Source: an optimization exercise on an open RTL-to-GDS flow (aim: small area and a short achievable clock period). Production flows keep margins and buffers that such runs may drop. No run shown here included a check of the RTL's function; only the layout flow was run. Power figures rest on the tool's default switching activity, not on a simulated workload.

## flow/design.v (module list and top-level ports; edited modules follow where they fit)
// module Power_Spec_Cal: 2945 lines
// module fa: 4 lines
// module ha: 4 lines
// module g_and2: 3 lines
// module g_ao21: 3 lines
// module g_inv: 3 lines
// module g_nor2: 3 lines
// module g_or2: 3 lines
// module g_xnor2: 3 lines
// module g_xor2: 3 lines
module Power_Spec_Cal(
           input wire clk,
           input wire rst,
           input wire dv,
           input wire [9:0] xk_index,
           input wire [24:0] fft_data_out_re,
           input wire [24:0] fft_data_out_im,
           output reg [49:0] Power_Spec,
           output reg data_valid,
           output reg dv_FFT
       );
  // ...
==> flow/flow/run.sh <==
#!/bin/bash
set -euo pipefail
MARGIN=$(cat flow/margin.txt)
PORTBUF=$(cat flow/port_buffer.txt)
bash standard.sh "SETUP_SLACK_MARGIN=$MARGIN" "BUFFER_PORTS_ARGS=-buffer_cell $PORTBUF" finish > standard_flow.log 2>&1
==> flow/flow/margin.txt <==
5.3
==> flow/flow/port_buffer.txt <==
sky130_fd_sc_hd__buf_2
==> flow/standard.sh <==
#!/bin/bash
# synth_recipe.tcl (not shown) runs the flow's synth.tcl, then flattens the netlist and writes it again
# the make line also repeats each setting of config.mk as NAME=value (left out here)
make -C /OpenROAD-flow-scripts/flow DESIGN_CONFIG=/design/flow/config.mk WORK_HOME=/design/flow/orfs CLKGATE_MAP_FILE= SYNTH_SCRIPT=/design/flow/synth_recipe.tcl "${@:-finish}"
==> flow/config.mk <==
export PLATFORM = sky130hd
export DESIGN_NAME = Power_Spec_Cal
export DESIGN_NICKNAME = Power_Spec_Cal
export VERILOG_FILES = /design/flow/design.v
export SDC_FILE = /design/flow/constraint.sdc
export NUM_CORES = 4
export LEC_CHECK = 0
export CAP_MARGIN = 20
export CORE_MARGIN = 2
export CORE_UTILIZATION = 40
export CTS_CLUSTER_DIAMETER = 120
export CTS_CLUSTER_SIZE = 25
export PLACE_DENSITY = 0.6
export SLEW_MARGIN = 20
export SYNTH_HIERARCHICAL = 1
export SYNTH_MINIMUM_KEEP_SIZE = 0
==> flow/constraint.sdc <==
create_clock -name core_clock -period 8.0 [get_ports {clk}]
set_input_delay 1.6000 -clock core_clock [delete_from_list [all_inputs] [get_ports {clk}]]
set_output_delay 1.6000 -clock core_clock [all_outputs]
set_load 0.01 [all_outputs]
==> summary.md, run 1 <==
| Metric | Value |
|---|---|
| R2r startpoint | re1[23] |
| Netlist Area Pre-Place | 28,000 sq um |
| CP max-delay cell | dfxtp_2 |
| Worst min path class | flip-flop to flip-flop |
| CP peak stage delay | 0.76 ns |
| Setup TNS | 0 ns |
| Final setup viols | 0 |
| Die area | 72,100 sq um |
| Sw frac | 0.380 |
| GRT Util Overall | 0.194 |
| Top cell type's share of synthesized area | 0.396 |
| Hold Crit Start | p5[29] |
| Layout Cells excl Fill | 3,245 |
| GRT met2 Usage | 0.317 |
| Main power group | combinational logic |
| Post-DP HPWL | 45,600 um |
| CTS buffer count | 26 |
| Multi-input gates | 1,545 |
| Int Power | 6810 uW |
| Post-layout instance area | 29,800 sq um |
| Clk root buf | clkbuf_16 |
| # rows | 96 |
| Status | complete, no violations |
| Top_reg_cell synth | dfxtp_1 |
| R2R cell count | 4 |
| Area grow syn2layout | 6.57% |
| Worst hold margin | 0.321 ns |
==> run 2, diff against run 1 <==
==> flow/flow/margin.txt (replaced) <==
5.4
==> summary.md, run 2 <==
| Metric | Value |
|---|---|
| GPL Wtd Cong | 0.879 (unchanged) |
| F_max | 373 MHz (was 371 MHz) |
| Reg clk slew, reported paths | 0.10 ns (about the same) |
| GRT met1 Usage | 0.247 (unchanged) |
| Tightest Pin Transition | 0.491 ns (was 0.698 ns) |
| # rows | 96 (unchanged) |
| Die area | 72,100 sq um (unchanged) |
| Drt total wl | 68,200 um (was 68,300 um) |
| Final setup viols | 0 (unchanged) |
| Post-DP HPWL | 45,600 um (unchanged) |
| GRT met2 Usage | 0.318 (was 0.317) |
| Leak Pwr | 0.0123 uW (was 0.0122 uW) |
| 1st-iter DRT viols | 1,486 (was 1,553) |
| Fill cell count | 6,381 (was 6,398) |
| Setup TNS | 0 ns (unchanged) |
| Element type at the critical path start | flip-flop (unchanged) |
| Hold Crit Start | p5[29] (unchanged) |
| Status | complete, no violations (unchanged) |
| Register area share after synthesis | 0.378 (unchanged) |
| Int Power | 6850 uW (was 6810 uW) |
| DRT Pass-1 Iters | 5 (was 7) |
| Initial antenna violation count | 3 (was 2) |
| Ranking of synthesized cells by area | fa_1 (40%), dfxtp_1 (37%), nand2_1 (7.4%), buf_6 (3.9%), a21o_1 (3.3%) (unchanged) |
| Syn nets | 2,840 (unchanged) |
| RSZ-0062 raised after global routing | yes (unchanged) |
| Stages on the worst setup path | 1 (was 4) |
| Commonest non-fill, non-tap cell in the layout | fa_1 (unchanged) |
| CTS buffer count | 26 (unchanged) |
| Pin count of the biggest net entering global routing | 26 (unchanged) |
| Psw | 4170 uW (about the same) |
| Fin crit period | 2.68 ns (was 2.70 ns) |
| Initial Util | 0.406 (unchanged) |
| Synth Area in Simple Gates | 0.110 (unchanged) |
| CP peak stage delay | 0.37 ns (was 0.76 ns) |
| GRT Util Overall | 0.194 (about the same) |
| Worst Skew | 0.0349 ns (was 0.0356 ns) |
| Sequential share of power | 0.389 (about the same) |
| IO buf count | 105 (unchanged) |
| Post-synthesis adder-cell area fraction | 0.397 (unchanged) |
| Netlist Area Pre-Place | 28,000 sq um (unchanged) |
| Max-cap violations | 0 (unchanged) |
| Clock Power Share | 0.136 (was 0.137) |
| Vias per cell | 5.05 (was 5.09) |
| Post-synthesis register bit count | 528 (unchanged) |
| WP buf/inv | 1 (was 0) |
| Share of cells above drive strength 1 | 0.0930 (was 0.0873) |
| Max reg flops | 228 (unchanged) |
| CP required | 6.40 ns (was 8.49 ns) |
| P per Cell Area | 367 nW/um^2 (was 368 nW/um^2) |
| Post-route DRC | 0 (unchanged) |
| Yosys top cell by area | fa_1 (unchanged) |
| Part of the cycle the worst path needs | 0.335 (was 0.337) |
| CTS tree | built (unchanged) |
| Slew headroom | 0.673 (was 0.534) |
| Vias | 16,389 (was 16,516) |
| Critical path class | flip-flop to primary output (was flip-flop to flip-flop) |
| Global routing usage on met3 | 0.0472 (was 0.0465) |
| Most common cell in the netlist | fa_1 (unchanged) |
| Chip height | 269 um (unchanged) |
| Critical Path Fanout Max | 1 (was 24) |
| Core Area | 68,900 sq um (unchanged) |
| Clk root buf | clkbuf_16 (unchanged) |
| R2R cell count | 5 (was 4) |
| Ports | 115 (unchanged) |
| Combinational Power Share | 0.475 (was 0.474) |
| Reg2Reg Setup Slack | 5.39 ns (was 5.30 ns) |
| Area grow syn2layout | 7.34% (was 6.57%) |
| Max VDD drop | 0.241 mV (was 0.233 mV) |
| Maximum root-to-sink buffer count | 3 (unchanged) |
| Worst Hold End | Power_Spec[29] (unchanged) |
| Final Util | 0.436 (was 0.433) |
| CP Cell Sequence | buf_2 (was nand2_1 -> fa_1 -> fa_1 -> fa_1) |
| Sw frac | 0.379 (was 0.380) |
| Global-route wire length before repair | 106,000 um (was 105,000 um) |
| CP endpoint kind | primary output (was flip-flop) |
| R2r startpoint | re1[16] (was re1[23]) |
| Syn. warnings | 7 (unchanged) |
| Biggest register | r2 (unchanged) |
| Hold Path Depth | 0 (unchanged) |
| Ys async rst share | 0.00758 (unchanged) |
| Main combinational cell family by area after synthesis | adder cells (unchanged) |
| Family with the most delay on the worst path | flip-flops (was adder cells) |
| Average wire per standard cell | 21.0 um (about the same) |
| Top_reg_cell synth | dfxtp_1 (unchanged) |
| Post-synthesis average cell area | 12.6 sq um (unchanged) |
| Final nets | 2,925 (unchanged) |
| Worst min path class | flip-flop to flip-flop (unchanged) |
| Complex-gate fraction of the synthesized area | 0.0333 (unchanged) |
| Global routing's busiest layer | met2 (unchanged) |
| Hold-fix buffers, CTS | 0 (unchanged) |
| Worst reg2reg endpoint | r2[160] (was r2[123]) |
| Top cell type's share of synthesized area | 0.396 (unchanged) |
| Biggest regs | r2 x228, r3 x96 (unchanged) |
| Commonest cells after routing, fill and taps aside | fa_1 (553), nand2_1 (552), dfxtp_1 (502) (was fa_1 (554), nand2_1 (552), dfxtp_1 (513)) |
| Distinct cell type count of the synthesized netlist | 13 (unchanged) |
| CP max-delay cell | dfrtp_1 (was dfxtp_2) |
| Post-Synthesis Cells | 2,222 (unchanged) |
| Clock Latency Late Sink | 0.61 ns (about the same) |
| H-Tree Depth | 1 (unchanged) |
| Routed Antenna Nets | 0 (unchanged) |
| Die Wd | 269 um (unchanged) |
| Arrival time at the worst endpoint | 1.08 ns (was 3.19 ns) |
| Xor/xnor cell area share of the yosys netlist | 0.0360 (unchanged) |
| Slew Limit Fails | 0 (unchanged) |
| Mux share of post-synthesis cell area | 0 (unchanged) |
| Post-synth top cells | fa_1 (554), nand2_1 (552), dfxtp_1 (524), a21o_1 (124), buf_6 (96) (unchanged) |
| Number of synthesized flops with an enable pin | 0 (unchanged) |
| Clock Sinks | 528 (unchanged) |
| Vias in the first global route | 18,718 (was 18,695) |
| Final Hold Viols | 0 (unchanged) |
| Congestion Overflow GR | 0 (unchanged) |
## run 2: cell counts after synthesis
Identical to the previous run, type by type.
## run 2: power groups by stage
| stage | combinational [uW] | clock, uW | sequential, uW |
|---|---|---|---|
| floorplan | 3420 | 0 | 4310 |
| global route | 5940 | 1660 | 4410 |
| CTS | 5320 | 1570 | 4300 |
| global placement | 5160 | 0 | 4330 |
| finish | 5230 | 1500 | 4290 |
| detailed placement | 5270 | 0 | 4350 |
## run 2: final cells by class
cell class | instances | area [sq um] | area share
inverter | 53 | 203 | 0.00675
clock inverter | 4 | 55.1 | 0.00183
sequential | 528 | 10600 | 0.354
timing repair buffer | 152 | 1130 | 0.0377
antenna | 1 | 2.50 | 0.0000833
timing repair inverter | 1 | 7.51 | 0.000250
tap | 931 | 1160 | 0.0388
multi-input combinational | 1545 | 16100 | 0.537
clock buffer | 30 | 707 | 0.0235
## run 2: cell families (layout without fill, tap and decap cells)
group | after synthesis | in the layout
xor gates and xnor gates | 115 | 115
DFF | 528 | 528
other | 0 | 1
AOI/OAI and AO/OA | 124 | 124
adders and majority gates | 555 | 555
buffers and inverters | 149 | 240
and+or+nand+nor | 751 | 751
## run 2: timing repair
action / 4_1_cts / 5_1_grt
setup buffers: 2 / 0
setup endpoints to repair: 236 / 106
resized for setup: 29 / 60
cloned: 1 / 0
## run 2: metal layers
metal	share of wire	vias up
met4	0.049	2
li1	-	6845
met5	0.00018	-
met2	0.47	966
met1	0.38	8342
met3	0.10	234
## run 2: worst max-delay path by stage
stage,from,to
final,data_valid,data_valid
after global routing,data_valid,data_valid
after CTS,data_valid,data_valid
after detailed placement,r3[8],p4[49]
after global placement,r3[8],p4[49]
after floorplan,re1[24],r2[123]
## run 2: per-module statistics from Yosys (local to each module, per instance)
module | area [sq um] | cells inside | flops+latches | times used
g_and2 | 6.26 | 1 | 0 | 83
Power_Spec_Cal | 13900 | 1228 | 528 | 1
g_ao21 | 7.51 | 1 | 0 | 124
g_nor2 | 3.75 | 1 | 0 | 94
g_or2 | 6.26 | 1 | 0 | 21
g_xor2 | 8.76 | 1 | 0 | 94
fa | 20.0 | 1 | 0 | 554
ha | 12.5 | 1 | 0 | 1
g_xnor2 | 8.76 | 1 | 0 | 21
g_inv | 3.75 | 1 | 0 | 2
## run 2: per-stage QoR
stage          total power [uW]  area, sq um  hold slack (ns)  std cells  setup WS (ns)
6_report                  11000        30000            0.322       3245           5.32
4_1_cts                   11200        29800            0.318       3244           5.26
2_1_floorplan              7740        28000            0.310       2222           5.62
3_3_place_gp               9490        28900            0.310       3207           4.81
3_5_place_dp               9630        28900            0.312       3207           4.73
5_1_grt                   12000        30000            0.323       3244           5.27

-- what the ideal ports hide --
How much do the figures lean on ideal ports? The routed layouts below were timed once more, with nothing changed but the port constraints.
Step 1: set_driving_cell puts a clkbuf_16 on clk and a buf_2 on each other input, an assumption about the parent block.
Step 2 moves the port delays by t, midway between the first and last clock arrival at a register: inputs arrive t later, outputs are due t later. That takes back most of the time a late clock gives input paths.
Slacks: ideal / step 1 / step 2; pairs: ideal / step 1.
run	t, ns	setup slack, ns	hold WS [ns]
run 1	0.661	5.305 / 5.256 / 5.305	0.321 / 0.321 / 0.321
run 2	0.661	5.320 / 5.253 / 5.391	0.322 / 0.322 / 0.322
After both steps every run listed still meets setup and hold.
